This is an optimization exercise on Yosys and OpenROAD, whose aim is small area, a short achievable clock period and few clock cycles per item, not a production implementation. Where RTL was checked, it was by simulation tests only, not by an equivalence proof against the original. The RTL of run 1 was laid out without a check of its function. Power is estimated from default activity; no workload was simulated.

## flow/design.v (module list and top-level ports; edited modules follow where they fit)
// module decision_tree_classifier: 135 lines
module decision_tree_classifier (
    input   wire    clk,
    input   wire    rst,
    input   wire    start,
    input   signed  [31:0]  psd_gamma,
    input   signed  [31:0]  psd_beta,
    input   signed  [31:0]  psd_alpha,
    input   signed  [31:0]  psd_theta,
    input   signed  [31:0]  psd_delta,
    input   signed  [31:0]  peak_amplitude,
    input           [ 7:0]  zero_counter,
    input   signed  [31:0]  dwt_gamma_max,
    input   signed  [31:0]  dwt_gamma_min,
    input   signed  [31:0]  dwt_gamma_mean,
    input   signed  [31:0]  dwt_gamma_sum,
    input   signed  [31:0]  dwt_beta_max,
    input   signed  [31:0]  dwt_beta_min,
    input   signed  [31:0]  dwt_beta_mean,
    input   signed  [31:0]  dwt_beta_sum,
    input   signed  [31:0]  dwt_alpha_max,
    input   signed  [31:0]  dwt_alpha_min,
    input   signed  [31:0]  dwt_alpha_mean,
    input   signed  [31:0]  dwt_alpha_sum,
    input   signed  [31:0]  dwt_theta_max,
    input   signed  [31:0]  dwt_theta_min,
    input   signed  [31:0]  dwt_theta_mean,
    input   signed  [31:0]  dwt_theta_sum,
    input   signed  [31:0]  dwt_delta_max,
    input   signed  [31:0]  dwt_delta_min,
    input   signed  [31:0]  dwt_delta_mean,
    input   signed  [31:0]  dwt_delta_sum,
    output  reg             done,
    output  reg     [3:0]   class_label
);
  // ...
==> flow/flow/run.sh <==
#!/bin/bash
# Own layout flow: the standard ORFS flow and synthesis script, with three changes:
#  - ABC maps the logic with flow/abc.script (delay-targeted map) instead of ORFS's script;
#  - the port buffers are buf_1 instead of buffer_ports' default pick;
#  - the flow's timing repair aims at the setup margin set in flow/opts.sh.
# Each tool's output goes to the ORFS logs (orfs/logs/...) and to standard.log here.
set -euo pipefail
cd "$(dirname "$0")/.."
W=$(pwd)
source flow/opts.sh
cat > my_synth.tcl <<EOT
# synth_recipe.tcl with ABC's script replaced by flow/abc.script
proc abc {args} {
  set i [lsearch -exact \$args -script]
  if {\$i >= 0} { lset args [expr {\$i + 1}] $W/flow/abc.script }
  yosys abc {*}\$args
}
source $W/synth_recipe.tcl
EOT
sed "s#SYNTH_SCRIPT=[^ ]*synth_recipe.tcl#SYNTH_SCRIPT=$W/my_synth.tcl#" standard.sh > my_standard.sh
grep -q "SYNTH_SCRIPT=$W/my_synth.tcl" my_standard.sh
bash my_standard.sh > standard.log 2>&1
==> flow/flow/abc.script <==
strash
balance
rewrite
refactor
balance
rewrite
rewrite -z
balance
refactor -z
rewrite -z
balance
dch
map -D 1200
topo
stime -c
buffer -c
upsize -c
dnsize -c
==> flow/flow/opts.sh <==
export BUFFER_PORTS_ARGS="-buffer_cell sky130_fd_sc_hd__buf_1"
export SETUP_SLACK_MARGIN=9
export SETUP_SLACK_MARGIN=11
==> flow/standard.sh <==
#!/bin/bash
# synth_recipe.tcl (not shown) runs the flow's synth.tcl, then flattens the netlist and writes it again
# the make line also repeats each setting of config.mk as NAME=value (left out here)
make -C /OpenROAD-flow-scripts/flow DESIGN_CONFIG=/design/flow/config.mk WORK_HOME=/design/flow/orfs CLKGATE_MAP_FILE= SYNTH_SCRIPT=/design/flow/synth_recipe.tcl "${@:-finish}"
==> flow/config.mk <==
export PLATFORM = sky130hd
export DESIGN_NAME = decision_tree_classifier
export DESIGN_NICKNAME = decision_tree_classifier
export VERILOG_FILES = /design/flow/design.v
export SDC_FILE = /design/flow/constraint.sdc
export NUM_CORES = 4
export LEC_CHECK = 0
export CAP_MARGIN = 20
export CORE_AREA = 5 5 265 265
export DIE_AREA = 0 0 270 270
export PLACE_DENSITY = 0.6
export SLEW_MARGIN = 20
export SYNTH_MEMORY_MAX_BITS = 65536
==> flow/constraint.sdc <==
create_clock -name core_clock -period 14.0 [get_ports {clk}]
set_input_delay 2.8000 -clock core_clock [delete_from_list [all_inputs] [get_ports {clk}]]
set_output_delay 2.8000 -clock core_clock [all_outputs]
set_load 0.01 [all_outputs]
==> results.txt, run 1 <==
compound-cell area share of the yosys netlist between 40% and 50%; post-CTS clock slew at the launch and capture registers of the worst setup and hold paths about 0.03 ns; outcome finished clean; Setup-failing EPs final 0; sequential share of cell area less than 1%; Yosys top cell by area inv_1; fmax 199 MHz; cell occurring most often along the worst timing path a31oi_1; number of global-route vias before repair 11.1k; share of final-layout standard cells stronger than drive strength 1 4.84%; highest-count cells in the layout ignoring fill and taps buf_1, inv_1, nand2_1; Synth Area in Adders 0%; number of violations of the max-capacitance limit 0; routed length on met1 18.4 mm; multi-input logic cell count 954; I/O Pins ~850; total number of placement rows 95; maximum number of pins on one net before global-route repair 10; number of DRC violations after detailed-routing iteration 0 750; timing endpoint of the critical path class_label[0]; DP Cell Count 2705; Non-clock inverters ~200; tapcells inserted 873; hold-fix buffers at CTS 0; Final Slew Violations 0; leading cell type in the layout, fill and taps excluded buf_1; kind of critical path in -> reg; CP Cell Sequence buf_1, o31ai_1, a31oi_1, o311ai_1, a31oi_1, nor4_2, o2111ai_1, a21oi_1, o2bb2ai_4, a21oi_4, o2bb2ai_2, a21oi_2, o22ai_2; cell chosen for the clock root clkbuf_16; category of cells accounting for the largest share of critical-path delay compound AO/OA/AOI/OAI gates; Top FF cell, synth dfxtp_1; total clock sinks 2; Simple-Gate Fraction of Synth Area between 40% and 50%; antenna diode count 22; remaining global-route overflow 0; Placer Congestion 1.01; top routing layer used met5; Netlist Area Pre-Place 6000 um2; worst hold slack after final layout ~2.4 ns; met2 wire len 23.7 mm; combinational power 233 uW
==> inputs of run 2 (changes only) <==
--- a/flow/design.v
+++ b/flow/design.v
@@ -26,17 +26,17 @@
     input   signed  [31:0]  dwt_theta_min,
     input   signed  [31:0]  dwt_theta_mean,
     input   signed  [31:0]  dwt_theta_sum,
     input   signed  [31:0]  dwt_delta_max,
     input   signed  [31:0]  dwt_delta_min,
     input   signed  [31:0]  dwt_delta_mean,
     input   signed  [31:0]  dwt_delta_sum,
     output  reg             done,
-    output  reg     [3:0]   class_label
+    output  wire    [3:0]   class_label
 );
 wire c0 = ~(~psd_gamma[31] & (psd_gamma[30] | (psd_gamma[29] | (psd_gamma[28] | (psd_gamma[27] | (psd_gamma[26] | (psd_gamma[25] | (psd_gamma[24] | (psd_gamma[23] | (psd_gamma[22] | (psd_gamma[21] | (psd_gamma[20] | (psd_gamma[19] & (psd_gamma[18] & (psd_gamma[17] | (psd_gamma[16] | (psd_gamma[15] | (psd_gamma[14] & (psd_gamma[13] & (psd_gamma[12] | (psd_gamma[11] & (psd_gamma[10] & (psd_gamma[9] & (psd_gamma[8] & (psd_gamma[7] & (psd_gamma[6] | (psd_gamma[5] & (psd_gamma[4] & (psd_gamma[3] & psd_gamma[2])))))))))))))))))))))))))))));
 wire c1 = ~(~psd_gamma[31] & (psd_gamma[30] | (psd_gamma[29] | (psd_gamma[28] | (psd_gamma[27] | (psd_gamma[26] | (psd_gamma[25] | (psd_gamma[24] | (psd_gamma[23] | (psd_gamma[22] | (psd_gamma[21] | (psd_gamma[20] | (psd_gamma[19] & (psd_gamma[18] & (psd_gamma[17] | (psd_gamma[16] & (psd_gamma[15] | (psd_gamma[14] & (psd_gamma[13] | (psd_gamma[12] & (psd_gamma[11] & (psd_gamma[10] | (psd_gamma[9] & (psd_gamma[8] & (psd_gamma[7] & (psd_gamma[6] & psd_gamma[5]))))))))))))))))))))))))));
 wire c2 = ~(~psd_gamma[31] & (psd_gamma[30] | (psd_gamma[29] | (psd_gamma[28] | (psd_gamma[27] | (psd_gamma[26] | (psd_gamma[25] | (psd_gamma[24] | (psd_gamma[23] | (psd_gamma[22] | (psd_gamma[21] | (psd_gamma[20] & (psd_gamma[19] | (psd_gamma[18] | (psd_gamma[17] & (psd_gamma[16] | (psd_gamma[15] | (psd_gamma[14] | (psd_gamma[13] | (psd_gamma[12] | (psd_gamma[11] & (psd_gamma[10] | (psd_gamma[9] & (psd_gamma[8] | (psd_gamma[7] | (psd_gamma[6] & (psd_gamma[5] | (psd_gamma[4] | (psd_gamma[3] | (psd_gamma[2] | (psd_gamma[1] & psd_gamma[0])))))))))))))))))))))))))))))));
 wire c3 = ~(~psd_gamma[31] & (psd_gamma[30] | (psd_gamma[29] | (psd_gamma[28] | (psd_gamma[27] | (psd_gamma[26] | (psd_gamma[25] | (psd_gamma[24] | (psd_gamma[23] | (psd_gamma[22] | (psd_gamma[21] | (psd_gamma[20] & (psd_gamma[19] | (psd_gamma[18] | (psd_gamma[17] & (psd_gamma[16] | (psd_gamma[15] & (psd_gamma[14] | (psd_gamma[13] | (psd_gamma[12] & (psd_gamma[11] | (psd_gamma[10] | (psd_gamma[9] & (psd_gamma[8] | (psd_gamma[7] & (psd_gamma[6] & (psd_gamma[5] & (psd_gamma[4] & (psd_gamma[3] & (psd_gamma[2] & psd_gamma[1]))))))))))))))))))))))))))))));
 wire c4 = ~(~psd_gamma[31] & (psd_gamma[30] | (psd_gamma[29] | (psd_gamma[28] | (psd_gamma[27] | (psd_gamma[26] | (psd_gamma[25] | (psd_gamma[24] | (psd_gamma[23] | (psd_gamma[22] | (psd_gamma[21] | (psd_gamma[20] & (psd_gamma[19] | (psd_gamma[18] & (psd_gamma[17] | (psd_gamma[16] | (psd_gamma[15] & (psd_gamma[14] & (psd_gamma[13] | (psd_gamma[12] & (psd_gamma[11] & (psd_gamma[10] | (psd_gamma[9] | (psd_gamma[8] | (psd_gamma[7] | (psd_gamma[6] | (psd_gamma[5] & (psd_gamma[4] & (psd_gamma[3] & (psd_gamma[2] & (psd_gamma[1] & psd_gamma[0])))))))))))))))))))))))))))))));
 wire c5 = ~(~psd_gamma[31] & (psd_gamma[30] | (psd_gamma[29] | (psd_gamma[28] | (psd_gamma[27] | (psd_gamma[26] | (psd_gamma[25] | (psd_gamma[24] | (psd_gamma[23] | (psd_gamma[22] | (psd_gamma[21] | (psd_gamma[20] & (psd_gamma[19] | (psd_gamma[18] & (psd_gamma[17] | (psd_gamma[16] | (psd_gamma[15] & (psd_gamma[14] & (psd_gamma[13] & (psd_gamma[12] | (psd_gamma[11] & (psd_gamma[10] | (psd_gamma[9] & (psd_gamma[8] & (psd_gamma[7] | (psd_gamma[6] | (psd_gamma[5] | (psd_gamma[4] & (psd_gamma[3] & (psd_gamma[2] & (psd_gamma[1] | psd_gamma[0])))))))))))))))))))))))))))))));
 wire c6 = ~(~psd_gamma[31] & (psd_gamma[30] | (psd_gamma[29] | (psd_gamma[28] | (psd_gamma[27] | (psd_gamma[26] | (psd_gamma[25] | (psd_gamma[24] | (psd_gamma[23] | (psd_gamma[22] | (psd_gamma[21] | (psd_gamma[20] & (psd_gamma[19] | (psd_gamma[18] & (psd_gamma[17] & (psd_gamma[16] | (psd_gamma[15] & (psd_gamma[14] & (psd_gamma[13] & (psd_gamma[12] | (psd_gamma[11] | (psd_gamma[10] & (psd_gamma[9] & (psd_gamma[8] & (psd_gamma[7] & (psd_gamma[6] & psd_gamma[5]))))))))))))))))))))))))));
@@ -120,17 +120,30 @@
 wire c84 = ~(~dwt_alpha_min[31] | (dwt_alpha_min[30] & (dwt_alpha_min[29] & (dwt_alpha_min[28] & (dwt_alpha_min[27] & (dwt_alpha_min[26] | (dwt_alpha_min[25] & (dwt_alpha_min[24] & (dwt_alpha_min[23] | (dwt_alpha_min[22] & (dwt_alpha_min[21] & (dwt_alpha_min[20] & (dwt_alpha_min[19] | (dwt_alpha_min[18] | (dwt_alpha_min[17] | (dwt_alpha_min[16] | (dwt_alpha_min[15] | (dwt_alpha_min[14] | (dwt_alpha_min[13] | (dwt_alpha_min[12] | (dwt_alpha_min[11] | (dwt_alpha_min[10] & (dwt_alpha_min[9] | (dwt_alpha_min[8] & (dwt_alpha_min[7] | (dwt_alpha_min[6] | (dwt_alpha_min[5] & (dwt_alpha_min[4] | (dwt_alpha_min[3] | (dwt_alpha_min[2] & (dwt_alpha_min[1] & dwt_alpha_min[0])))))))))))))))))))))))))))))));
 wire c85 = ~(~dwt_alpha_min[31] | (dwt_alpha_min[30] & (dwt_alpha_min[29] & (dwt_alpha_min[28] & (dwt_alpha_min[27] & (dwt_alpha_min[26] & (dwt_alpha_min[25] | (dwt_alpha_min[24] | (dwt_alpha_min[23] | (dwt_alpha_min[22] & (dwt_alpha_min[21] & (dwt_alpha_min[20] & (dwt_alpha_min[19] & (dwt_alpha_min[18] | (dwt_alpha_min[17] & (dwt_alpha_min[16] | (dwt_alpha_min[15] | (dwt_alpha_min[14] & (dwt_alpha_min[13] & (dwt_alpha_min[12] | (dwt_alpha_min[11] | (dwt_alpha_min[10] | (dwt_alpha_min[9] & (dwt_alpha_min[8] | (dwt_alpha_min[7] & (dwt_alpha_min[6] | (dwt_alpha_min[5] & dwt_alpha_min[4])))))))))))))))))))))))))));
 wire c86 = ~(~dwt_alpha_mean[31] | (dwt_alpha_mean[30] & (dwt_alpha_mean[29] & (dwt_alpha_mean[28] & (dwt_alpha_mean[27] & (dwt_alpha_mean[26] & (dwt_alpha_mean[25] & (dwt_alpha_mean[24] & (dwt_alpha_mean[23] & (dwt_alpha_mean[22] & (dwt_alpha_mean[21] & (dwt_alpha_mean[20] | (dwt_alpha_mean[19] & (dwt_alpha_mean[18] & (dwt_alpha_mean[17] | (dwt_alpha_mean[16] | (dwt_alpha_mean[15] | (dwt_alpha_mean[14] | (dwt_alpha_mean[13] | (dwt_alpha_mean[12] | (dwt_alpha_mean[11] | (dwt_alpha_mean[10] | (dwt_alpha_mean[9] | (dwt_alpha_mean[8] & (dwt_alpha_mean[7] & (dwt_alpha_mean[6] & dwt_alpha_mean[5]))))))))))))))))))))))))));
 wire c87 = ~(~dwt_alpha_sum[31] & (dwt_alpha_sum[30] | (dwt_alpha_sum[29] | (dwt_alpha_sum[28] | (dwt_alpha_sum[27] | (dwt_alpha_sum[26] | (dwt_alpha_sum[25] & (dwt_alpha_sum[24] | (dwt_alpha_sum[23] & (dwt_alpha_sum[22] | (dwt_alpha_sum[21] & (dwt_alpha_sum[20] | (dwt_alpha_sum[19] | (dwt_alpha_sum[18] | (dwt_alpha_sum[17] | (dwt_alpha_sum[16] | (dwt_alpha_sum[15] & (dwt_alpha_sum[14] & (dwt_alpha_sum[13] | (dwt_alpha_sum[12] & (dwt_alpha_sum[11] & (dwt_alpha_sum[10] & (dwt_alpha_sum[9] & (dwt_alpha_sum[8] & (dwt_alpha_sum[7] | (dwt_alpha_sum[6] & (dwt_alpha_sum[5] & (dwt_alpha_sum[4] & (dwt_alpha_sum[3] & (dwt_alpha_sum[2] | (dwt_alpha_sum[1] & dwt_alpha_sum[0])))))))))))))))))))))))))))))));
 wire c88 = ~(~dwt_theta_max[31] & (dwt_theta_max[30] | (dwt_theta_max[29] | (dwt_theta_max[28] | (dwt_theta_max[27] | (dwt_theta_max[26] & (dwt_theta_max[25] | (dwt_theta_max[24] & (dwt_theta_max[23] | (dwt_theta_max[22] & (dwt_theta_max[21] | (dwt_theta_max[20] & (dwt_theta_max[19] & (dwt_theta_max[18] & (dwt_theta_max[17] | (dwt_theta_max[16] | (dwt_theta_max[15] | (dwt_theta_max[14] | (dwt_theta_max[13] & (dwt_theta_max[12] | (dwt_theta_max[11] | (dwt_theta_max[10] & (dwt_theta_max[9] | (dwt_theta_max[8] | (dwt_theta_max[7] | (dwt_theta_max[6] & (dwt_theta_max[5] | (dwt_theta_max[4] | (dwt_theta_max[3] & (dwt_theta_max[2] & (dwt_theta_max[1] & dwt_theta_max[0])))))))))))))))))))))))))))))));
 wire c89 = ~(~dwt_theta_mean[31] | (dwt_theta_mean[30] & (dwt_theta_mean[29] & (dwt_theta_mean[28] & (dwt_theta_mean[27] & (dwt_theta_mean[26] & (dwt_theta_mean[25] & (dwt_theta_mean[24] | (dwt_theta_mean[23] & (dwt_theta_mean[22] | (dwt_theta_mean[21] & (dwt_theta_mean[20] & (dwt_theta_mean[19] & (dwt_theta_mean[18] & (dwt_theta_mean[17] & (dwt_theta_mean[16] | (dwt_theta_mean[15] & (dwt_theta_mean[14] & (dwt_theta_mean[13] & (dwt_theta_mean[12] | (dwt_theta_mean[11] & (dwt_theta_mean[10] | (dwt_theta_mean[9] & (dwt_theta_mean[8] | (dwt_theta_mean[7] & (dwt_theta_mean[6] & (dwt_theta_mean[5] | (dwt_theta_mean[4] & (dwt_theta_mean[3] & (dwt_theta_mean[2] | dwt_theta_mean[1]))))))))))))))))))))))))))))));
 wire c90 = ~(~dwt_delta_max[31] & (dwt_delta_max[30] | (dwt_delta_max[29] | (dwt_delta_max[28] | (dwt_delta_max[27] & (dwt_delta_max[26] | (dwt_delta_max[25] | (dwt_delta_max[24] | (dwt_delta_max[23] & (dwt_delta_max[22] | (dwt_delta_max[21] & (dwt_delta_max[20] | (dwt_delta_max[19] | (dwt_delta_max[18] | (dwt_delta_max[17] | (dwt_delta_max[16] | (dwt_delta_max[15] & (dwt_delta_max[14] | (dwt_delta_max[13] | (dwt_delta_max[12] & (dwt_delta_max[11] & (dwt_delta_max[10] & (dwt_delta_max[9] & (dwt_delta_max[8] & (dwt_delta_max[7] | (dwt_delta_max[6] | (dwt_delta_max[5] | (dwt_delta_max[4] & (dwt_delta_max[3] & dwt_delta_max[2])))))))))))))))))))))))))))));
 wire c91 = ~(~dwt_delta_sum[31] & (dwt_delta_sum[30] | (dwt_delta_sum[29] | (dwt_delta_sum[28] | (dwt_delta_sum[27] | (dwt_delta_sum[26] & (dwt_delta_sum[25] | (dwt_delta_sum[24] | (dwt_delta_sum[23] & (dwt_delta_sum[22] | (dwt_delta_sum[21] | (dwt_delta_sum[20] | (dwt_delta_sum[19] & (dwt_delta_sum[18] | (dwt_delta_sum[17] | (dwt_delta_sum[16] & (dwt_delta_sum[15] & (dwt_delta_sum[14] | (dwt_delta_sum[13] | (dwt_delta_sum[12] & (dwt_delta_sum[11] | (dwt_delta_sum[10] & (dwt_delta_sum[9] | (dwt_delta_sum[8] & (dwt_delta_sum[7] & (dwt_delta_sum[6] | (dwt_delta_sum[5] | (dwt_delta_sum[4] & (dwt_delta_sum[3] | (dwt_delta_sum[2] | (dwt_delta_sum[1] | dwt_delta_sum[0])))))))))))))))))))))))))))))));
-wire label_w = (c51 ? (c59 ? (c31 ? (c73 ? (c64 ? (c14 ? (c10 ? (c42 ? (c79 ? 1'b0 : 1'b1) : 1'b0) : 1'b0) : (c87 ? (c27 ? (c1 ? 1'b0 : (c35 ? 1'b1 : 1'b0)) : (c34 ? 1'b1 : 1'b0)) : (c47 ? (c80 ? 1'b1 : (c45 ? 1'b1 : 1'b0)) : (c25 ? (c50 ? 1'b0 : 1'b1) : 1'b1)))) : (c22 ? (c91 ? (c84 ? 1'b0 : 1'b1) : 1'b1) : (c41 ? (c69 ? 1'b1 : 1'b0) : 1'b0))) : (c11 ? (c82 ? 1'b0 : (c44 ? 1'b0 : (c43 ? (c76 ? (c57 ? 1'b1 : 1'b0) : 1'b1) : 1'b0))) : (c83 ? (c26 ? (c21 ? 1'b0 : (c16 ? 1'b0 : 1'b1)) : (c72 ? (c12 ? 1'b1 : 1'b0) : 1'b1)) : (c46 ? 1'b1 : (c71 ? (c78 ? 1'b0 : 1'b1) : 1'b1))))) : (c55 ? (c54 ? 1'b0 : 1'b1) : 1'b0)) : (c5 ? (c49 ? (c61 ? (c39 ? (c60 ? 1'b1 : (c0 ? 1'b0 : 1'b1)) : (c15 ? 1'b1 : 1'b0)) : (c23 ? 1'b0 : (c4 ? 1'b1 : 1'b0))) : (c85 ? 1'b0 : 1'b1)) : (c70 ? (c47 ? (c65 ? (c90 ? (c6 ? (c86 ? 1'b1 : 1'b0) : (c40 ? 1'b0 : 1'b1)) : (c28 ? 1'b1 : 1'b0)) : 1'b1) : (c77 ? (c19 ? 1'b0 : 1'b1) : (c7 ? 1'b0 : 1'b1))) : (c48 ? (c62 ? (c63 ? 1'b0 : (c29 ? 1'b1 : 1'b0)) : 1'b0) : 1'b0)))) : (c37 ? (c81 ? (c68 ? (c53 ? (c56 ? 1'b1 : 1'b0) : (c74 ? 1'b0 : (c8 ? 1'b1 : 1'b0))) : (c18 ? (c17 ? (c30 ? 1'b0 : 1'b1) : (c33 ? 1'b0 : (c38 ? 1'b0 : 1'b1))) : (c58 ? (c36 ? (c89 ? 1'b1 : 1'b0) : 1'b1) : (c13 ? 1'b1 : 1'b0)))) : (c75 ? (c52 ? (c3 ? 1'b0 : 1'b1) : (c32 ? (c24 ? (c2 ? 1'b0 : 1'b1) : 1'b0) : (c66 ? 1'b0 : (c67 ? 1'b1 : 1'b0)))) : (c88 ? 1'b0 : 1'b1))) : (c9 ? (c20 ? 1'b1 : 1'b0) : 1'b1)));
+reg cmp_q0;
+reg cmp_q1;
+reg sub_q2;
+reg sub_q3;
+reg cmp_q4;
+reg sub_q5;
+reg sub_q6;
 always_ff @(posedge clk or posedge rst) begin
     if (rst) done <= 1'b0;
     else     done <= start;
 end
 always_ff @(posedge clk) begin
-    class_label <= {3'd0, label_w};
+    cmp_q0 <= c51;
+    cmp_q1 <= c59;
+    sub_q2 <= (c31 ? (c73 ? (c64 ? (c14 ? (c10 ? (c42 ? (c79 ? 1'b0 : 1'b1) : 1'b0) : 1'b0) : (c87 ? (c27 ? (c1 ? 1'b0 : (c35 ? 1'b1 : 1'b0)) : (c34 ? 1'b1 : 1'b0)) : (c47 ? (c80 ? 1'b1 : (c45 ? 1'b1 : 1'b0)) : (c25 ? (c50 ? 1'b0 : 1'b1) : 1'b1)))) : (c22 ? (c91 ? (c84 ? 1'b0 : 1'b1) : 1'b1) : (c41 ? (c69 ? 1'b1 : 1'b0) : 1'b0))) : (c11 ? (c82 ? 1'b0 : (c44 ? 1'b0 : (c43 ? (c76 ? (c57 ? 1'b1 : 1'b0) : 1'b1) : 1'b0))) : (c83 ? (c26 ? (c21 ? 1'b0 : (c16 ? 1'b0 : 1'b1)) : (c72 ? (c12 ? 1'b1 : 1'b0) : 1'b1)) : (c46 ? 1'b1 : (c71 ? (c78 ? 1'b0 : 1'b1) : 1'b1))))) : (c55 ? (c54 ? 1'b0 : 1'b1) : 1'b0));
+    sub_q3 <= (c5 ? (c49 ? (c61 ? (c39 ? (c60 ? 1'b1 : (c0 ? 1'b0 : 1'b1)) : (c15 ? 1'b1 : 1'b0)) : (c23 ? 1'b0 : (c4 ? 1'b1 : 1'b0))) : (c85 ? 1'b0 : 1'b1)) : (c70 ? (c47 ? (c65 ? (c90 ? (c6 ? (c86 ? 1'b1 : 1'b0) : (c40 ? 1'b0 : 1'b1)) : (c28 ? 1'b1 : 1'b0)) : 1'b1) : (c77 ? (c19 ? 1'b0 : 1'b1) : (c7 ? 1'b0 : 1'b1))) : (c48 ? (c62 ? (c63 ? 1'b0 : (c29 ? 1'b1 : 1'b0)) : 1'b0) : 1'b0)));
+    cmp_q4 <= c37;
+    sub_q5 <= (c81 ? (c68 ? (c53 ? (c56 ? 1'b1 : 1'b0) : (c74 ? 1'b0 : (c8 ? 1'b1 : 1'b0))) : (c18 ? (c17 ? (c30 ? 1'b0 : 1'b1) : (c33 ? 1'b0 : (c38 ? 1'b0 : 1'b1))) : (c58 ? (c36 ? (c89 ? 1'b1 : 1'b0) : 1'b1) : (c13 ? 1'b1 : 1'b0)))) : (c75 ? (c52 ? (c3 ? 1'b0 : 1'b1) : (c32 ? (c24 ? (c2 ? 1'b0 : 1'b1) : 1'b0) : (c66 ? 1'b0 : (c67 ? 1'b1 : 1'b0)))) : (c88 ? 1'b0 : 1'b1)));
+    sub_q6 <= (c9 ? (c20 ? 1'b1 : 1'b0) : 1'b1);
 end
+assign class_label = {3'd0, (cmp_q0 ? (cmp_q1 ? sub_q2 : sub_q3) : (cmp_q4 ? sub_q5 : sub_q6))};
 endmodule
==> run 2 against run 1 <==
Wire length is 3.7% higher. Cell count is 0.51% higher. Hold slack worse by 0.011 ns. Area after synthesis is 0.83% higher. Fmax is 3.7% higher. Sequential share of layout area is 1.2 points higher. Count of clock-buffer cells in the layout stayed put. Highest routed layer unchanged.
==> results.txt, run 2 <==
outcome finished clean (unchanged); via count 11.6k (was 11.3k); leakage power figure 3.50 nW (was 3.39 nW); proportion of register bits with asynchronous set or reset after synthesis 12.5% (was 50.0%); layout-stage area growth over the synthesis result 71.6% (was 66.8%); leading cell type in the layout, fill and taps excluded buf_1 (unchanged); met3 routing resource usage after global routing 3.11% (was 4.20%); sum of internal, switching and leakage power 322 uW (was 284 uW); count of different cell masters after synthesis 57 (was 71); initial antenna violation count 27 (was 28); transition time at the pin with the least slew margin 0.945 ns (was 0.943 ns); total clock sinks 8 (was 2); top cells by area, synth inv_1, nor2_1, nand2_1 (was inv_1, nand2_1, nor2_1); launching element type of the critical path primary input (unchanged); number of violations of the max-capacitance limit 0 (unchanged); remaining global-route overflow 0 (unchanged); wire length per cell after detailed routing 18.5 um (was 18.0 um); most frequently used cell type in the post-synthesis netlist inv_1 (unchanged); Setup-failing EPs final 0 (unchanged); Total Negative Setup Slacks 0 ns (unchanged); Top FF cell, synth dfxtp_1 (unchanged); Netlist Area Pre-Place 6050 um2 (was 6000 um2); kind of critical path in -> reg (unchanged); data required time at the worst endpoint 14.18 ns (was 14.09 ns); TritonCTS clock tree built (unchanged); Tcrit/Tclk final 34.7% (was 36.0%); hold-fix buffers at CTS 0 (unchanged); Placer Congestion 1.00 (was 1.01); I/O Pins 848 (unchanged); Worst Path Arrival 5.03 ns (was 5.12 ns); Die Outline Area 72900 um2 (unchanged); global-route wire length before repair 68.7 mm (was 67.6 mm); deepest clock path buffer count 2 (unchanged); DP Cell Count 2715 (was 2705); fmax 206 MHz (was 199 MHz); worst hold slack after final layout 2.36 ns (was 2.37 ns); Final WS setup 9.15 ns (was 8.97 ns); critical path capture point type flop (unchanged); Hold WC Path Type in -> async (unchanged); detailed-route vias per instance 4.23 (was 4.15); Detailed Routing Iterations Pass 1 6 (unchanged); final critical delay including setup and external delays 4.85 ns (was 5.03 ns); synthesized flop and latch total 8 (was 2); Post-synth EDFFs 0 (unchanged); biggest fanout along the worst timing path 3 (unchanged); starting density of the core 9.01% (was 8.94%); Cell Pwr Density 31.0 nW/um2 (was 28.4 nW/um2); Mean Syn Cell Area 5.17 um2 (about the same); number of hold violations in the final report 0 (unchanged); Final Slew Violations 0 (unchanged); cell chosen for the clock root clkbuf_16 (unchanged); Post-synth top cells inv_1, nor2_1, nand2_1 (was inv_1, nand2_1, nor2_1); highest-count cells in the layout ignoring fill and taps buf_1, inv_1, nor2_1 (was buf_1, inv_1, nand2_1); sequential area share after synthesis 2.73% (was 0.750%); height of the die 270 um (unchanged); post-CTS clock slew at the launch and capture registers of the worst setup and hold paths 0.05 ns (was 0.03 ns); post-detailed-route count of antenna-violating nets 0 (unchanged); remaining design rule violation count 0 (unchanged); wirelength, routed 50.9 mm (was 49.1 mm); setup slack after placement 8.34 ns (was 8.00 ns); number of warnings issued by yosys 1 (unchanged); area fraction of the dominant cell type after synthesis 11.3% (was 11.5%); share of final-layout standard cells stronger than drive strength 1 6.95% (was 4.84%); maximum number of pins on one net before global-route repair 9 (was 10); die width 270 um (unchanged); Total Nets Final 2700 (was 2684); number of global-route vias before repair 11.2k (was 11.1k); GR Layer Usage met1 14.5% (was 13.3%); post-route non-filler standard cell count 2749 (was 2735); cts bufs inserted 3 (unchanged); Rel. slew slack 36.4% (was 36.8%); worst-case vdd ir drop 0.0290 mV (was 0.0274 mV); most crowded layer after global routing met2 (unchanged); core outline area 67200 um2 (unchanged); post-synthesis cell count 1171 (was 1161); unrepaired setup endpoints after global routing true (unchanged); hpwl dp 46.9 mm (was 46.0 mm); number of DRC violations after detailed-routing iteration 0 840 (was 750); count of port buffers added during placement 668 (unchanged); global-route track usage on met2 21.9% (about the same); level count of the clock H-tree 1 (unchanged); Yosys top cell by area inv_1 (unchanged); total number of placement rows 95 (unchanged); total routing resource utilization after global routing 12.5% (was 12.3%)
## run 2: cell types whose count changed after synthesis, sizes merged, moves of 4 or more
cell     delta
a211oi      -4
a21boi      +5
a31oi       -6
dfxtp       +6
inv        -11
nand2      -13
nand3      +17
nor2       +21
nor3        -4
nor4       +11
o2111ai    -13
o21ai       -4
o21bai      +5
o31ai       +5
## run 2: cells by family after synthesis
family                 Yosys count  synth area share (%)
AO/OA/AOI/OAI                  379                  40.2
buffers and inverters          194                  12.2
flip-flops                       8                  2.73
other                            1                0.0619
AND/OR/NAND/NOR                589                  44.7
## run 2: layout make-up
| type | count | area, um2 |
|---|---|---|
| fill | 7930 | 56800 |
| multi-input combinational | 971 | 5620 |
| timing repair buffer | 684 | 2680 |
| tap | 873 | 1090 |
| inverter | 189 | 709 |
| sequential | 8 | 166 |
| clock buffer | 4 | 78.8 |
| antenna | 20 | 50.0 |
## run 2: path summary, 6_finish.rpt
check	from	to	slack [ns]	cells past startpoint
max in group asynchronous	rst	done	11.55	2
hold / removal	rst	done	2.36	2
setup / recovery	psd_delta[2]	sub_q2	9.15	14
min in group core_clock	start	done	2.66	1
## run 2: metal layers
metal	vias to the layer above	part of all wire, %
li1	5668	-
met1	5166	39
met2	700	47
met3	85	8.9
met4	4	4.9
met5	-	0.079
## run 2: where the power goes
part	switching (mW)	total [mW]	internal [mW]	leakage, nW
combinational	0.150	0.242	0.0925	3.39
clock	0.0157	0.0541	0.0384	0.0383
sequential	0.00103	0.0259	0.0249	0.0704
## run 2: what timing repair did
item                       4_1_cts  5_1_grt
resized for setup               75       42
pin swaps                       25       16
setup endpoints to repair        9        9
buffers inserted                 8        2
## run 2: per-stage QoR
step	cell area (um2)	utilization [%]
floorplan	6090	-
global placement	9710	14.5
detailed placement	9710	14.5
CTS	10200	15.1
global route	10400	15.5
finish	10400	15.5
## run 2: critical path, stage by stage
cell and delay, ns:
buf_1 0.11, nor2_1 0.09, nor2_1 0.05, o311ai_0 0.30
a21oi_1 0.12, o31ai_1 0.24, a21oi_1 0.11, o21ai_1 0.43
o21ai_0 0.16, nor2_1 0.14, nand2_1 0.06, a21oi_1 0.19
a21oi_2 0.09, a21oi_2 0.13
Testbench counts of run 2, summed over its fixed seeds: cycles 3,200, items 3,200.
==> inputs of run 3 (changes only) <==
==> flow/flow/opts.sh (replaced) <==
export BUFFER_PORTS_ARGS="-buffer_cell sky130_fd_sc_hd__buf_1"
export SETUP_SLACK_MARGIN=9
--- a/flow/config.mk
+++ b/flow/config.mk
@@ -7,6 +7,7 @@
 export LEC_CHECK = 0
 export CAP_MARGIN = 20
 export CORE_AREA = 5 5 265 265
+export CTS_BUF_LIST = sky130_fd_sc_hd__clkbuf_4
 export DIE_AREA = 0 0 270 270
 export PLACE_DENSITY = 0.6
 export SLEW_MARGIN = 20
==> run 3 against run 2 <==
Sequential power decreased by 2%. Still clean. Design area decreased by 3.5%. Die area unchanged. Setup slack got worse by 0.023 ns. Synthesized cell count unchanged. Combinational power decreased by 4%.
==> results.txt, run 3 <==
core outline area 67200 um2 (unchanged); final instance area 10000 um2 (was 10400 um2); data required time at the worst endpoint 14.19 ns (was 14.18 ns); Detailed Routing Iterations Pass 1 5 (was 6); global-route wire length before repair 72.2 mm (was 68.7 mm); Post-synth top cells inv_1, nor2_1, nand2_1 (unchanged); clock power share 8.7% (was 16.8%); Final Slew Violations 0 (unchanged); starting density of the core 9.01% (unchanged); launching element type of the critical path primary input (unchanged); hpwl dp 49.1 mm (was 46.9 mm); share of final-layout standard cells stronger than drive strength 1 4.61% (was 6.95%); global-route track usage on met2 23.1% (was 21.9%); total routing resource utilization after global routing 13.3% (was 12.5%); Sw Pwr 157 uW (was 167 uW); wire length per cell after detailed routing 19.4 um (was 18.5 um); number of DRC violations after detailed-routing iteration 0 827 (was 840); GR Layer Usage met1 16.3% (was 14.5%); leading cell type in the layout, fill and taps excluded buf_1 (unchanged); synthesized flop and latch total 8 (unchanged); area of placed instances 9640 um2 (was 9710 um2); top cells by area, synth inv_1, nor2_1, nand2_1 (unchanged); transition time at the pin with the least slew margin 1.05 ns (was 0.945 ns); via count 11.5k (was 11.6k); met3 routing resource usage after global routing 3.66% (was 3.11%); sequential area share after synthesis 2.73% (unchanged); most frequently used cell type in the post-synthesis netlist inv_1 (unchanged); area fraction of the dominant cell type after synthesis 11.3% (unchanged); combinational share of power 82.3% (was 75.2%); count of port buffers added during placement 668 (unchanged); final critical delay including setup and external delays 4.88 ns (was 4.85 ns); unrepaired setup endpoints after global routing false (was true); sum of internal, switching and leakage power 282 uW (was 322 uW); Post-synth EDFFs 0 (unchanged); number of violations of the max-capacitance limit 0 (unchanged); part of the power in registers 9.0% (was 8.0%); total clock sinks 8 (unchanged); number of global-route vias before repair 11.0k (was 11.2k); post-detailed-route count of antenna-violating nets 0 (unchanged); post-CTS clock slew at the launch and capture registers of the worst setup and hold paths 0.08 ns (was 0.05 ns); Yosys top cell by area inv_1 (unchanged); maximum number of pins on one net before global-route repair 9 (unchanged); setup slack after placement 8.25 ns (was 8.34 ns); switching power as a share of total power 55.7% (was 51.7%); number of warnings issued by yosys 1 (unchanged); TritonCTS clock tree built (unchanged); Final WS setup 9.12 ns (was 9.15 ns); Total Negative Setup Slacks 0 ns (unchanged); kind of critical path in -> reg (unchanged); DP Cell Count 2710 (was 2715); deepest clock path buffer count 2 (unchanged); die width 270 um (unchanged); I/O Pins 848 (unchanged); highest-count cells in the layout ignoring fill and taps buf_1, inv_1, nor2_1 (unchanged); number of hold violations in the final report 0 (unchanged); cell chosen for the clock root clkbuf_4 (was clkbuf_16); Rel. slew slack 29.1% (was 36.4%); remaining design rule violation count 0 (unchanged); proportion of register bits with asynchronous set or reset after synthesis 12.5% (unchanged); count of different cell masters after synthesis 57 (unchanged); most crowded layer after global routing met2 (unchanged); critical path capture point type flop (unchanged); total number of placement rows 95 (unchanged); Die Outline Area 72900 um2 (unchanged); post-synthesis cell count 1171 (unchanged); Cell Pwr Density 28.1 nW/um2 (was 31.0 nW/um2); Total Nets Final 2687 (was 2700); fmax 205 MHz (was 206 MHz); biggest fanout along the worst timing path 3 (unchanged); Hold WC Path Type in -> async (unchanged); detailed-route vias per instance 4.21 (was 4.23); leakage power figure 3.35 nW (was 3.50 nW); Netlist Area Pre-Place 6050 um2 (unchanged); Setup-failing EPs final 0 (unchanged); Tcrit/Tclk final 34.8% (was 34.7%); outcome finished clean (unchanged); initial antenna violation count 32 (was 27); wirelength, routed 53.1 mm (was 50.9 mm); height of the die 270 um (unchanged); Top FF cell, synth dfxtp_1 (unchanged); remaining global-route overflow 0 (unchanged); cts bufs inserted 3 (unchanged); Placer Congestion 0.937 (was 1.00); post-route non-filler standard cell count 2740 (was 2749); Internal Power 125 uW (was 156 uW); Mean Syn Cell Area 5.17 um2 (unchanged); Worst Path Arrival 5.07 ns (was 5.03 ns); worst-case vdd ir drop 0.0113 mV (was 0.0290 mV); layout-stage area growth over the synthesis result 65.6% (was 71.6%); level count of the clock H-tree 1 (unchanged)
==> run 3: worst max path at each step <==
stage,startpoint,to,cells past startpoint
6_report,psd_alpha[20],sub_q3,11
5_1_grt,psd_gamma[25],sub_q5,13
4_1_cts,psd_gamma[25],sub_q3,11
3_5_place_dp,psd_gamma[25],sub_q5,11
3_3_place_gp,psd_gamma[25],sub_q5,11
2_1_floorplan,psd_alpha[20],sub_q5,10
==> run 3: power by group through the flow <==
stage / Sequential (mW) / Combinational [mW] / Clock, mW
after global routing: 0.0255 / 0.260 / 0.0278
after CTS: 0.0254 / 0.229 / 0.0274
after floorplan: 0.0257 / 0.0883 / 0
after global placement: 0.0259 / 0.223 / 0
after detailed placement: 0.0259 / 0.224 / 0
final: 0.0254 / 0.232 / 0.0244
==> run 3: cell families after synthesis <==
logic type	count (synthesis)	share of synthesized area, %
and+or+nand+nor	589	44.7
AOI/OAI and AO/OA	379	40.2
buffers and inverters	194	12.2
DFF	8	2.73
other	1	0.0619
==> run 3: timing repair <==
item / 4_1_cts / 5_1_grt
endpoints found under the setup margin: 3 / 3
hold buffers: 0 / 0
endpoints found under the hold margin: 0 / 0
gates resized for setup: 31 / 37
setup buffers: 1 / 1
pin swaps: 7 / 20
==> run 3: layout make-up <==
| type | count | area (um2) |
|---|---|---|
| fillers | 7899 | 57100 |
| multi-input cells | 971 | 5430 |
| repair buffers | 671 | 2530 |
| well taps | 873 | 1090 |
| inverters | 189 | 712 |
| flip-flops and latches | 8 | 165 |
| diodes | 24 | 60.1 |
| clock buffers | 4 | 30.0 |
==> run 3: layer usage <==
metal / part of all wire, % / wire length, um / vias to the layer above
met1: 42 / 22100 / 5191
met2: 47 / 25200 / 621
li1: - / - / 5643
met3: 8.3 / 4420 / 66
met4: 2.3 / 1240 / 12
met5: 0.16 / 86 / -
==> run 3: metrics by stage <==
stage                     utilization, %  hold slack, ns
final                               14.9            2.30
after global routing                14.9            2.28
after CTS                           14.6            2.27
after detailed placement            14.4            2.61
after global placement              14.4            2.61
after floorplan                        -            2.53
==> run 3: critical path, stage by stage <==
cell     delay [ns]
buf_1          0.07
or4_4          0.53
nor2_4         0.11
inv_1          0.07
nor2_1         0.12
inv_1          0.07
o21ai_0        0.73
nand4_1        0.17
a21oi_1        0.20
a21oi_2        0.07
o22ai_1        0.11
==> inputs of run 4 (changes only) <==
--- a/flow/flow/abc.script
+++ b/flow/flow/abc.script
@@ -9,7 +9,17 @@
 refactor -z
 rewrite -z
 balance
-dch
+balance
+rewrite
+refactor
+balance
+rewrite
+rewrite -z
+balance
+refactor -z
+rewrite -z
+balance
+dch -f
 map -D 1200
 topo
 stime -c
==> run 4 against run 3 <==
Cell count fell by 0.58%. Critical path depth rose by 1. Total power rose by 3.1%. Critical endpoint is now sub_q5.
==> results.txt, run 4 <==
Final Slew Violations 0 (unchanged); height of the die 270 um (unchanged); Top FF cell, synth dfxtp_1 (unchanged); clock power share 9.1% (was 8.7%); proportion of register bits with asynchronous set or reset after synthesis 12.5% (unchanged); fmax 204 MHz (was 205 MHz); leakage power figure 3.43 nW (was 3.35 nW); hpwl dp 50.6 mm (was 49.1 mm); highest-count cells in the layout ignoring fill and taps buf_1, inv_1, nor2_1 (unchanged); TritonCTS clock tree built (unchanged); most frequently used cell type in the post-synthesis netlist inv_1 (unchanged); Cell Pwr Density 28.9 nW/um2 (was 28.1 nW/um2); maximum number of pins on one net before global-route repair 9 (unchanged); global-route wire length before repair 74.3 mm (was 72.2 mm); sequential area share after synthesis 2.73% (about the same); core outline area 67200 um2 (unchanged); Yosys top cell by area inv_1 (unchanged); unrepaired setup endpoints after global routing true (was false); detailed-route vias per instance 4.24 (was 4.21); final critical delay including setup and external delays 4.90 ns (was 4.88 ns); wire length per cell after detailed routing 20.0 um (was 19.4 um); launching element type of the critical path primary input (unchanged); Mean Syn Cell Area 5.20 um2 (was 5.17 um2); wirelength, routed 54.5 mm (was 53.1 mm); total number of placement rows 95 (unchanged); number of violations of the max-capacitance limit 0 (unchanged); Post-synth top cells inv_1, nor2_1, nand2_1 (unchanged); number of global-route vias before repair 11.0k (about the same); Post-synth EDFFs 0 (unchanged); post-CTS clock slew at the launch and capture registers of the worst setup and hold paths 0.09 ns (was 0.08 ns); cts bufs inserted 3 (unchanged); leading cell type in the layout, fill and taps excluded buf_1 (unchanged); biggest fanout along the worst timing path 5 (was 3); sum of internal, switching and leakage power 291 uW (was 282 uW); remaining global-route overflow 0 (unchanged); I/O Pins 848 (unchanged); post-synthesis cell count 1163 (was 1171); outcome finished clean (unchanged); Setup-failing EPs final 0 (unchanged); share of final-layout standard cells stronger than drive strength 1 4.67% (was 4.61%); Detailed Routing Iterations Pass 1 5 (unchanged); post-detailed-route count of antenna-violating nets 0 (unchanged); Rel. slew slack 32.7% (was 29.1%); total routing resource utilization after global routing 13.8% (was 13.3%); Hold WC Path Type in -> async (unchanged); combinational share of power 82.0% (was 82.3%); kind of critical path in -> reg (unchanged); count of different cell masters after synthesis 63 (was 57); Internal Power 126 uW (was 125 uW); deepest clock path buffer count 2 (unchanged); layout-stage area growth over the synthesis result 66.1% (was 65.6%); synthesized flop and latch total 8 (unchanged); Tcrit/Tclk final 35.0% (was 34.8%); Sw Pwr 164 uW (was 157 uW); Worst Path Arrival 5.12 ns (was 5.07 ns); Netlist Area Pre-Place 6050 um2 (about the same); Total Negative Setup Slacks 0 ns (unchanged); area fraction of the dominant cell type after synthesis 11.5% (was 11.3%); number of warnings issued by yosys 1 (unchanged); level count of the clock H-tree 1 (unchanged); critical path capture point type flop (unchanged); die width 270 um (unchanged); cell chosen for the clock root clkbuf_4 (unchanged); part of the power in registers 8.9% (was 9.0%); number of DRC violations after detailed-routing iteration 0 685 (was 827); number of hold violations in the final report 0 (unchanged); Die Outline Area 72900 um2 (unchanged); initial antenna violation count 29 (was 32); Total Nets Final 2684 (was 2687); count of port buffers added during placement 668 (unchanged); via count 11.6k (was 11.5k); transition time at the pin with the least slew margin 1.00 ns (was 1.05 ns); starting density of the core 9.01% (about the same); Placer Congestion 0.982 (was 0.937); switching power as a share of total power 56.5% (was 55.7%); worst-case vdd ir drop 0.0169 mV (was 0.0113 mV); remaining design rule violation count 0 (unchanged); top cells by area, synth inv_1, nor2_1, nand2_1 (unchanged); data required time at the worst endpoint 14.22 ns (was 14.19 ns); hold-fix buffers at CTS 0 (unchanged); total clock sinks 8 (unchanged)
[run 4: cell types whose count changed after synthesis, sizes merged, moves of 5 or more]
cell,change
nor2,-27
o21ai,+24
nor3,+18
a31oi,+16
nor4,-13
a21oi,-9
nand3,-9
inv,+8
o21bai,-6
a21boi,-5
o211ai,-5
or2,-5
[run 4: area by class of cell]
| type | instances | area (um2) |
|---|---|---|
| Antenna cell | 11 | 27.5 |
| Fill cell | 7952 | 57100 |
| Clock buffer | 4 | 30.0 |
| Multi-Input combinational cell | 952 | 5410 |
| Sequential cell | 8 | 165 |
| Timing Repair Buffer | 675 | 2560 |
| Tap cell | 873 | 1090 |
| Inverter | 201 | 759 |
[run 4: final timing paths]
path	start	to	slack (ns)	cells after the start
min in group core_clock	start	done	2.66	1
max in group asynchronous	rst	done	11.56	2
worst max-delay path	psd_alpha[23]	sub_q5	9.10	12
worst min-delay path	rst	done	2.32	2
[run 4: critical path: stages]
cell,delay [ns]
buf_1,0.06
or4_1,0.51
nand3b_4,0.18
or2_4,0.29
clkinv_4,0.07
nand2_4,0.06
o21ai_4,0.20
nand3_2,0.11
o21ai_4,0.26
a21oi_2,0.05
o311a_1,0.40
a21oi_2,0.11
[run 4: logic make-up (layout without fill, tap and decap cells)]
| logic type | Yosys count | after routing | share of synthesized area [%] |
|---|---|---|---|
| AND/OR/NAND/NOR | 553 | 553 | 42.3 |
| AO/OA/AOI/OAI | 395 | 395 | 41.8 |
| buffers and inverters | 205 | 880 | 12.9 |
| flip-flops | 8 | 8 | 2.73 |
| other | 1 | 14 | 0.0620 |
| multiplexers | 1 | 1 | 0.166 |
[run 4: power groups by stage]
stage | Clock, mW | Sequential [mW] | Combinational, mW
6_report | 0.0265 | 0.0258 | 0.238
5_1_grt | 0.0300 | 0.0261 | 0.267
4_1_cts | 0.0298 | 0.0258 | 0.236
3_5_place_dp | 0 | 0.0263 | 0.231
3_3_place_gp | 0 | 0.0264 | 0.230
2_1_floorplan | 0 | 0.0257 | 0.0907
[run 4: what timing repair did]
item	4_1_cts	5_1_grt
buffers inserted	1	3
pin swaps	2	13
gates resized for setup	29	37
setup endpoints to repair	3	3
[run 4: routing by layer]
layer / track usage [%] / vias to the layer above / wire, um
li1: - / 5603 / -
met1: 17.2 / 5243 / 22900
met2: 23.9 / 639 / 25700
met3: 4.26 / 56 / 4940
met4: 1.99 / 14 / 846
met5: 0 / - / 89
[run 4: metrics by stage]
step	setup WS (ns)	cell area (um2)	util (%)	std cells	hold slack, ns
after detailed placement	8.25	9670	14.4	2705	2.64
after CTS	8.97	9840	14.6	2710	2.29
after global placement	8.23	9670	14.4	2705	2.64
after floorplan	9.38	6060	-	1165	2.53
final	9.10	10000	15.0	2724	2.32
after global routing	8.95	10000	14.9	2721	2.31
==> inputs of run 5 (changes only) <==
==> flow/flow/abc.script (replaced) <==
strash
balance
rewrite
refactor
balance
rewrite
rewrite -z
balance
refactor -z
rewrite -z
balance
dch
map -D 1200
topo
stime -c
buffer -c
upsize -c
dnsize -c
--- a/flow/config.mk
+++ b/flow/config.mk
@@ -10,5 +10,5 @@
 export CTS_BUF_LIST = sky130_fd_sc_hd__clkbuf_4
 export DIE_AREA = 0 0 270 270
 export PLACE_DENSITY = 0.6
-export SLEW_MARGIN = 20
+export SLEW_MARGIN = 70
 export SYNTH_MEMORY_MAX_BITS = 65536
==> run 5 against run 4 <==
Combinational power about the same. Cell count up 0.66%. Still clean on timing, DRC and antenna. Highest routed layer unchanged. Global-route usage down 0.46 points.
==> results.txt, run 5 <==
Setup-failing EPs final 0 (unchanged); number of warnings issued by yosys 1 (unchanged); via count 11.5k (was 11.6k); count of port buffers added during placement 668 (unchanged); hpwl dp 49.3 mm (was 50.6 mm); proportion of register bits with asynchronous set or reset after synthesis 12.5% (unchanged); share of final-layout standard cells stronger than drive strength 1 7.19% (was 4.67%); post-synthesis cell count 1171 (was 1163); Total Nets Final 2694 (was 2684); Worst Path Arrival 5.09 ns (was 5.12 ns); TritonCTS clock tree built (unchanged); sequential area share after synthesis 2.73% (about the same); Detailed Routing Iterations Pass 1 5 (unchanged); post-CTS clock slew at the launch and capture registers of the worst setup and hold paths 0.09 ns (about the same); detailed-route vias per instance 4.21 (was 4.24); remaining global-route overflow 0 (unchanged); total routing resource utilization after global routing 13.3% (was 13.8%); starting density of the core 9.01% (about the same); number of DRC violations after detailed-routing iteration 0 711 (was 685); Final Slew Violations 0 (unchanged); post-route non-filler standard cell count 2742 (was 2724); layout-stage area growth over the synthesis result 70.7% (was 66.1%); number of global-route vias before repair 11.0k (about the same); count of different cell masters after synthesis 57 (was 63); Die Outline Area 72900 um2 (unchanged); post-detailed-route count of antenna-violating nets 0 (unchanged); top cells by area, synth inv_1, nor2_1, nand2_1 (unchanged); core outline area 67200 um2 (unchanged); total clock sinks 8 (unchanged); critical path capture point type flop (unchanged); highest-count cells in the layout ignoring fill and taps buf_1, inv_1, nor2_1 (unchanged); wire length per cell after detailed routing 19.4 um (was 20.0 um); height of the die 270 um (unchanged); level count of the clock H-tree 1 (unchanged); I/O Pins 848 (unchanged); data required time at the worst endpoint 14.21 ns (was 14.22 ns); remaining design rule violation count 0 (unchanged); Post-synth top cells inv_1, nor2_1, nand2_1 (unchanged); synthesized flop and latch total 8 (unchanged); Placer Congestion 0.937 (was 0.982); Mean Syn Cell Area 5.17 um2 (was 5.20 um2); final critical delay including setup and external delays 4.88 ns (was 4.90 ns); Tcrit/Tclk final 34.9% (was 35.0%); fmax 205 MHz (was 204 MHz); Post-synth EDFFs 0 (unchanged); leakage power figure 3.45 nW (was 3.43 nW); kind of critical path in -> reg (unchanged); final instance area 10300 um2 (was 10000 um2); die width 270 um (unchanged); cell chosen for the clock root clkbuf_4 (unchanged); sum of internal, switching and leakage power 290 uW (was 291 uW); number of violations of the max-capacitance limit 0 (unchanged); most frequently used cell type in the post-synthesis netlist inv_1 (unchanged); Total Negative Setup Slacks 0 ns (unchanged); outcome finished clean (unchanged); area of placed instances 10000 um2 (was 9670 um2); unrepaired setup endpoints after global routing false (was true); cts bufs inserted 3 (unchanged); initial antenna violation count 28 (was 29); leading cell type in the layout, fill and taps excluded buf_1 (unchanged); worst-case vdd ir drop 0.0114 mV (was 0.0169 mV); number of hold violations in the final report 0 (unchanged); Netlist Area Pre-Place 6050 um2 (about the same); total number of placement rows 95 (unchanged); Yosys top cell by area inv_1 (unchanged); launching element type of the critical path primary input (unchanged); DP Cell Count 2713 (was 2705); area fraction of the dominant cell type after synthesis 11.3% (was 11.5%); deepest clock path buffer count 2 (unchanged); Top FF cell, synth dfxtp_1 (unchanged); fraction of the core area covered by cells at the end of the flow 15.4% (was 15.0%); Cell Pwr Density 28.1 nW/um2 (was 28.9 nW/um2); Hold WC Path Type in -> async (unchanged); wirelength, routed 53.3 mm (was 54.5 mm); maximum number of pins on one net before global-route repair 9 (unchanged); biggest fanout along the worst timing path 4 (was 5); global-route wire length before repair 72.0 mm (was 74.3 mm)
run 5: kinds of logic after synthesis:
logic type | share of synthesized area [%]
buffers and inverters | 12.2
other | 0.0619
AND/OR/NAND/NOR | 44.7
flip-flops | 2.73
AO/OA/AOI/OAI | 40.2
run 5: per-stage QoR:
| stage | hold slack [ns] | setup WS, ns |
|---|---|---|
| CTS | 2.27 | 9.00 |
| floorplan | 2.53 | 9.39 |
| global placement | 2.61 | 8.29 |
| finish | 2.31 | 9.12 |
| global route | 2.30 | 9.01 |
| detailed placement | 2.61 | 8.51 |
run 5: routing by layer:
layer | track usage [%] | wire [um] | vias up
li1 | - | - | 5650
met1 | 16.4 | 22200 | 5220
met2 | 23.5 | 25500 | 600
met3 | 3.40 | 4350 | 66
met4 | 2.57 | 1170 | 8
met5 | 0 | 55 | -
run 5: worst max path at each step:
stage,start,cells past startpoint,to
3_3_place_gp,psd_gamma[25],11,sub_q5
3_5_place_dp,psd_gamma[25],12,sub_q3
6_report,psd_alpha[20],11,sub_q5
4_1_cts,psd_gamma[24],13,sub_q2
5_1_grt,peak_amplitude[6],17,sub_q2
2_1_floorplan,psd_alpha[20],10,sub_q5
run 5: timing repair:
action,in CTS,in global routing
endpoints found under the setup margin,3,3
hold buffers,0,0
pin swaps,5,19
setup buffers,2,2
gates resized for setup,9,22
run 5: cell type report:
class                   instances  area, um2
clock buffers                   4       30.0
inverters                     189        709
diodes                         19       47.5
flip-flops and latches          8        165
multi-input cells             971       5700
fillers                      7905      56800
repair buffers                678       2580
well taps                     873       1090
run 5: worst max-delay path, cell delays in order:
cell and delay, ns:
buf_1 0.07, or4_4 0.54, nor2_4 0.11, nand2_2 0.08, or2_4 0.25, a31oi_2 0.13
o211ai_1 0.15, o21bai_4 0.32, a21oi_1 0.09, o311a_1 0.40, a21oi_2 0.15
run 5: where the power goes:
part | internal (mW) | total [mW] | switching (mW)
Sequential | 0.0247 | 0.0254 | 0.000748
Clock | 0.0130 | 0.0244 | 0.0114
Combinational | 0.0903 | 0.241 | 0.150
==> inputs of run 6 (changes only) <==
==> flow/flow/opts.sh (replaced) <==
export BUFFER_PORTS_ARGS="-buffer_cell sky130_fd_sc_hd__buf_1"
export SETUP_SLACK_MARGIN=9
export SETUP_SLACK_MARGIN=10.2
--- a/flow/config.mk
+++ b/flow/config.mk
@@ -10,5 +10,5 @@
 export CTS_BUF_LIST = sky130_fd_sc_hd__clkbuf_4
 export DIE_AREA = 0 0 270 270
 export PLACE_DENSITY = 0.6
-export SLEW_MARGIN = 70
+export SLEW_MARGIN = 20
 export SYNTH_MEMORY_MAX_BITS = 65536
==> run 6 against run 5 <==
Total power rose by 0.93%. Sequential share of layout area about the same. Combinational power about the same. Wire length shrank 5.3%. Critical endpoint is now sub_q3. Synthesized cell count unchanged. Global-route usage decreased by 0.74 points.
==> results.txt, run 6 <==
outcome finished clean (unchanged); Yosys top cell by area inv_1 (unchanged); post-CTS clock slew at the launch and capture registers of the worst setup and hold paths 0.12 ns (was 0.09 ns); number of DRC violations after detailed-routing iteration 0 848 (was 711); Worst Setup SP psd_gamma[25] (was psd_alpha[20]); cts bufs inserted 3 (unchanged); Mean Syn Cell Area 5.17 um2 (unchanged); share of final-layout standard cells stronger than drive strength 1 6.24% (was 7.19%); Final Slew Violations 0 (unchanged); top cells by area, synth inv_1, nor2_1, nand2_1 (unchanged); area of placed instances 9660 um2 (was 10000 um2); Simple-Gate Fraction of Synth Area 44.7% (unchanged); post-synthesis cell count 1171 (unchanged); TritonCTS clock tree built (unchanged); cell chosen for the clock root clkbuf_4 (unchanged); highest-count cells in the layout ignoring fill and taps buf_1, inv_1, nor2_1 (unchanged); area taken by multi-input logic gates 5660 um2 (was 5700 um2); Netlist Area Pre-Place 6050 um2 (unchanged); level count of the clock H-tree 1 (unchanged); total clock sinks 8 (unchanged); Die Outline Area 72900 um2 (unchanged); maximum number of pins on one net before global-route repair 9 (unchanged); launching element type of the critical path primary input (unchanged); Rel. slew slack between 30% and 40%; remaining design rule violation count 0 (unchanged); mux cell area share after synthesis 0% (unchanged); core outline area 67200 um2 (unchanged); wire length per cell after detailed routing 18.3 um (was 19.4 um); height of the die 270 um (unchanged); worst hold slack after final layout 2.27 ns (was 2.31 ns); worst-case vdd ir drop 0.0174 mV (was 0.0114 mV); sequential area share after synthesis 2.73% (unchanged); total routing resource utilization after global routing 12.6% (was 13.3%); hold-fix buffers at CTS 0 (unchanged); leakage power figure 3.49 nW (was 3.45 nW); Placer Congestion 1.03 (was 0.937); Total Negative Setup Slacks 0 ns (unchanged); number of violations of the max-capacitance limit 0 (unchanged); global-route wire length before repair 69.1 mm (was 72.0 mm); Post-synth EDFFs 0 (unchanged); final instance area 10400 um2 (was 10300 um2); Synth Area in Adders 0% (unchanged); timing endpoint of the critical path sub_q3 (was sub_q5); Hold WC Path Type in -> async (unchanged); post-detailed-route count of antenna-violating nets 0 (unchanged); Total Nets Final 2704 (was 2694); detailed-route vias per instance 4.24 (was 4.21); compound-cell area share of the yosys netlist 40.2% (unchanged); critical path capture point type flop (unchanged); synthesized flop and latch total 8 (unchanged); wirelength, routed 50.4 mm (was 53.3 mm); data required time at the worst endpoint 14.15 ns (was 14.21 ns); total number of placement rows 95 (unchanged); most frequently used cell type in the post-synthesis netlist inv_1 (unchanged); xor-xnor portion of the synthesized cell area 0% (unchanged); number of warnings issued by yosys 1 (unchanged); Detailed Routing Iterations Pass 1 6 (was 5); Top FF cell, synth dfxtp_1 (unchanged); starting density of the core 9.01% (unchanged); count of different cell masters after synthesis 57 (unchanged); Post-synth top cells inv_1, nor2_1, nand2_1 (unchanged); Cell Pwr Density 28.2 nW/um2 (was 28.1 nW/um2); kind of critical path in -> reg (unchanged); final critical delay including setup and external delays 4.91 ns (was 4.88 ns); count of port buffers added during placement 668 (unchanged); area fraction of the dominant cell type after synthesis 11.3% (unchanged); Seq. cell area 169 um2 (was 165 um2); via count 11.7k (was 11.5k); I/O Pins 848 (unchanged); leading cell type in the layout, fill and taps excluded buf_1 (unchanged); deepest clock path buffer count 2 (unchanged); number of global-route vias before repair 11.0k (about the same); remaining global-route overflow 0 (unchanged); number of hold violations in the final report 0 (unchanged); Setup-failing EPs final 0 (unchanged); Worst Path Arrival 5.05 ns (was 5.09 ns); initial antenna violation count 26 (was 28); dominant combinational cell family by area after synthesis simple AND/OR/NAND/NOR gates (unchanged); proportion of register bits with asynchronous set or reset after synthesis 12.5% (unchanged); transition time at the pin with the least slew margin 0.933 ns; biggest fanout along the worst timing path 3 (was 4); fill cell count 7839 (was 7905); die width 270 um (unchanged); unrepaired setup endpoints after global routing true (was false); layout-stage area growth over the synthesis result 71.8% (was 70.7%); Tcrit/Tclk final 35.0% (was 34.9%); fmax 204 MHz (was 205 MHz); hpwl dp 46.5 mm (was 49.3 mm)
[run 6: cell counts after synthesis]
No cell type changed its count.
[run 6: cell families (layout without fill, tap and decap cells)]
group / Yosys count / in the layout
compound gates: 379 / 379
buf+inv: 194 / 881
flops: 8 / 8
other cells: 1 / 22
simple gates: 589 / 589
[run 6: area by class of cell]
class                   count  area share (%)
inverters                 189            6.92
well taps                 873            10.5
repair buffers            688            25.8
flip-flops and latches      8            1.62
clock buffers               4           0.289
diodes                     19           0.457
multi-input cells         971            54.4
[run 6: critical path, stage by stage]
cell and delay [ns]:
buf_1 0.08, nor4_2 0.30, nand2_1 0.08, or4_4 0.46
nor2_4 0.17, buf_4 0.14, o221ai_2 0.12, a31oi_2 0.38
o2111ai_1 0.20, a21oi_2 0.24, o22ai_1 0.09
[run 6: per-stage QoR]
step | utilization [%] | setup WS (ns) | power, mW | std cells
6_report | 15.5 | 9.09 | 0.293 | 2752
3_3_place_gp | 14.4 | 8.07 | 0.246 | 2713
3_5_place_dp | 14.4 | 8.12 | 0.247 | 2713
4_1_cts | 15.0 | 9.06 | 0.290 | 2723
5_1_grt | 15.5 | 9.04 | 0.324 | 2746
2_1_floorplan | - | 9.43 | 0.114 | 1173
[run 6: worst min-delay path by stage]
| stage | end | slack [ns] | depth (start not counted) |
|---|---|---|---|
| floorplan | done | 2.53 | 1 |
| global placement | done | 2.61 | 2 |
| detailed placement | done | 2.61 | 2 |
| CTS | done | 2.24 | 2 |
| global route | done | 2.25 | 2 |
| finish | done | 2.27 | 2 |
[run 6: timing repair]
action                     CTS  global route
hold endpoints to repair     0             0
buffers inserted             6            10
pin swaps                   14            22
resized for setup           69            38
setup endpoints to repair    7             7
[run 6: layer usage]
layer | GRT usage, % | vias up | share of wire, %
met5 | 0 | - | 0.18
met4 | 3.41 | 16 | 3.1
met3 | 3.45 | 79 | 9.1
met2 | 21.8 | 673 | 47
met1 | 15.3 | 5232 | 40
li1 | - | 5660 | -
[run 6: power by group]
part           switching, mW  leakage, nW  internal (mW)
combinational          0.147         3.40         0.0920
sequential          0.000908       0.0707         0.0246
clock                 0.0152       0.0185         0.0130
total                  0.163         3.49          0.130
==> inputs of run 7 (changes only) <==
==> flow/flow/opts.sh (replaced) <==
export BUFFER_PORTS_ARGS="-buffer_cell sky130_fd_sc_hd__buf_1"
export SETUP_SLACK_MARGIN=9
export SETUP_SLACK_MARGIN=9.6
==> run 7 against run 6 <==
Still clean on timing, DRC and antenna. Via count decreased by 0.19%. Sequential share of layout area about the same. Total power about the same. Fmax increased by 0.11%. Design area decreased by 0.17%. Combinational power about the same. Area after synthesis unchanged. Die area unchanged. Sequential power about the same. Hold slack got worse by 0.00066 ns. Critical path depth unchanged. Setup slack improved by 0.0055 ns. Critical path type unchanged.
==> results.txt, run 7 <==
I/O Pins 848 (unchanged); top cells by area, synth inv_1, nor2_1, nand2_1 (unchanged); Die Outline Area 72900 um2 (unchanged); count of port buffers added during placement 668 (unchanged); combinational share of power 81.6% (was 81.7%); total clock sinks 8 (unchanged); Seq. cell area 165 um2 (was 169 um2); number of hold violations in the final report 0 (unchanged); post-synthesis cell count 1171 (unchanged); hold-fix buffers at CTS 0 (unchanged); final critical delay including setup and external delays 4.90 ns (was 4.91 ns); kind of critical path in -> reg (unchanged); global-route wire length before repair 69.1 mm (unchanged); Mean Syn Cell Area 5.17 um2 (unchanged); clock power share 9.7% (was 9.6%); core outline area 67200 um2 (unchanged); initial antenna violation count 26 (unchanged); outcome finished clean (unchanged); biggest fanout along the worst timing path 3 (unchanged); number of warnings issued by yosys 1 (unchanged); total routing resource utilization after global routing 12.6% (unchanged); sum of internal, switching and leakage power 293 uW (about the same); Hold WC Path Type in -> async (unchanged); layout-stage area growth over the synthesis result 71.5% (was 71.8%); fmax 204 MHz (about the same); deepest clock path buffer count 2 (unchanged); area taken by multi-input logic gates 5640 um2 (was 5660 um2); cts bufs inserted 3 (unchanged); total number of placement rows 95 (unchanged); via count 11.6k (was 11.7k); sequential area share after synthesis 2.73% (unchanged); Final Slew Violations 0 (unchanged); Total Negative Setup Slacks 0 ns (unchanged); Cell Pwr Density 28.2 nW/um2 (about the same); critical path capture point type flop (unchanged); level count of the clock H-tree 1 (unchanged); transition time at the pin with the least slew margin 0.910 ns (was 0.933 ns); Tcrit/Tclk final 35.0% (about the same); share of final-layout standard cells stronger than drive strength 1 5.91% (was 6.24%); number of global-route vias before repair 11.0k (about the same); post-route non-filler standard cell count 2756 (was 2752); switching power as a share of total power 55.9% (was 55.8%); height of the die 270 um (unchanged); leakage power figure 3.48 nW (was 3.49 nW); launching element type of the critical path primary input (unchanged); starting density of the core 9.01% (unchanged); worst hold slack after final layout 2.27 ns (about the same); part of the power in registers 8.7% (about the same); cell chosen for the clock root clkbuf_4 (unchanged); DP Cell Count 2713 (unchanged); area fraction of the dominant cell type after synthesis 11.3% (unchanged); remaining global-route overflow 0 (unchanged); Total Nets Final 2704 (unchanged); remaining design rule violation count 0 (unchanged); count of different cell masters after synthesis 57 (unchanged); Post-synth EDFFs 0 (unchanged); worst-case vdd ir drop 0.0176 mV (was 0.0174 mV); Worst Path Arrival 5.05 ns (about the same); Post-synth top cells inv_1, nor2_1, nand2_1 (unchanged); Setup-failing EPs final 0 (unchanged); Detailed Routing Iterations Pass 1 6 (unchanged); Sw Pwr 164 uW (was 163 uW); synthesized flop and latch total 8 (unchanged); Internal Power 129 uW (was 130 uW); Placer Congestion 1.03 (unchanged); number of DRC violations after detailed-routing iteration 0 778 (was 848); Top FF cell, synth dfxtp_1 (unchanged); post-detailed-route count of antenna-violating nets 0 (unchanged); detailed-route vias per instance 4.22 (was 4.24); TritonCTS clock tree built (unchanged); unrepaired setup endpoints after global routing true (unchanged)
run 7: cell counts after synthesis:
Identical to the previous run, type by type.
run 7: worst paths after layout:
kind	slack [ns]	start	end
worst min-delay path	2.27	rst	done
min in group core_clock	2.58	start	done
worst max-delay path	9.10	psd_gamma[25]	sub_q3
max in group asynchronous	11.64	rst	done
run 7: cells by family (layout without fill, tap and decap cells):
| logic type | count (synthesis) | count (layout) | synth area share [%] |
|---|---|---|---|
| AO/OA/AOI/OAI | 379 | 379 | 40.2 |
| buffers and inverters | 194 | 881 | 12.2 |
| flip-flops | 8 | 8 | 2.73 |
| other | 1 | 26 | 0.0619 |
| AND/OR/NAND/NOR | 589 | 589 | 44.7 |
run 7: final cells by class:
type	instances	area share, %
diodes	23	0.554
well taps	873	10.5
clock buffers	4	0.289
repair buffers	688	25.8
multi-input cells	971	54.3
flip-flops and latches	8	1.59
inverters	189	6.93
run 7: metrics by stage:
| step | area [um2] | setup slack [ns] | utilization (%) |
|---|---|---|---|
| after CTS | 10100 | 9.06 | 15.0 |
| after global placement | 9660 | 8.07 | 14.4 |
| final | 10400 | 9.10 | 15.5 |
| after global routing | 10400 | 9.04 | 15.4 |
| after detailed placement | 9660 | 8.12 | 14.4 |
| after floorplan | 6060 | 9.43 | - |
run 7: layer usage:
layer	global-route usage [%]	up-vias	wire (um)
met4	3.41	16	1620
li1	-	5670	-
met1	15.3	5207	20500
met3	3.45	83	4420
met5	0	-	93
met2	21.8	662	23800
run 7: power by group through the flow:
stage	Sequential, mW	Clock (mW)	Combinational, mW
after floorplan	0.0257	0	0.0883
after global placement	0.0260	0	0.220
after detailed placement	0.0261	0	0.221
after CTS	0.0256	0.0318	0.232
after global routing	0.0257	0.0316	0.265
final	0.0256	0.0284	0.239
run 7: timing repair:
| action | 4_1_cts | 5_1_grt |
|---|---|---|
| pin swaps | 14 | 21 |
| resized for setup | 63 | 36 |
| endpoints found under the setup margin | 4 | 4 |
| buffers inserted | 6 | 10 |
run 7: critical path: stages:
cell	delay [ns]
buf_1	0.08
nor4_2	0.30
nand2_1	0.08
or4_4	0.46
nor2_4	0.16
buf_4	0.14
o221ai_2	0.12
a31oi_2	0.37
o2111ai_1	0.20
a21oi_2	0.24
o22ai_1	0.09

Setup slack of run 7, layout unchanged: 9.100 ns with ideal ports, 9.114 ns with driving cells assumed (clock clkbuf_16, inputs buf_2), 8.778 ns with port delays also shifted by the 0.336 ns mid clock arrival.
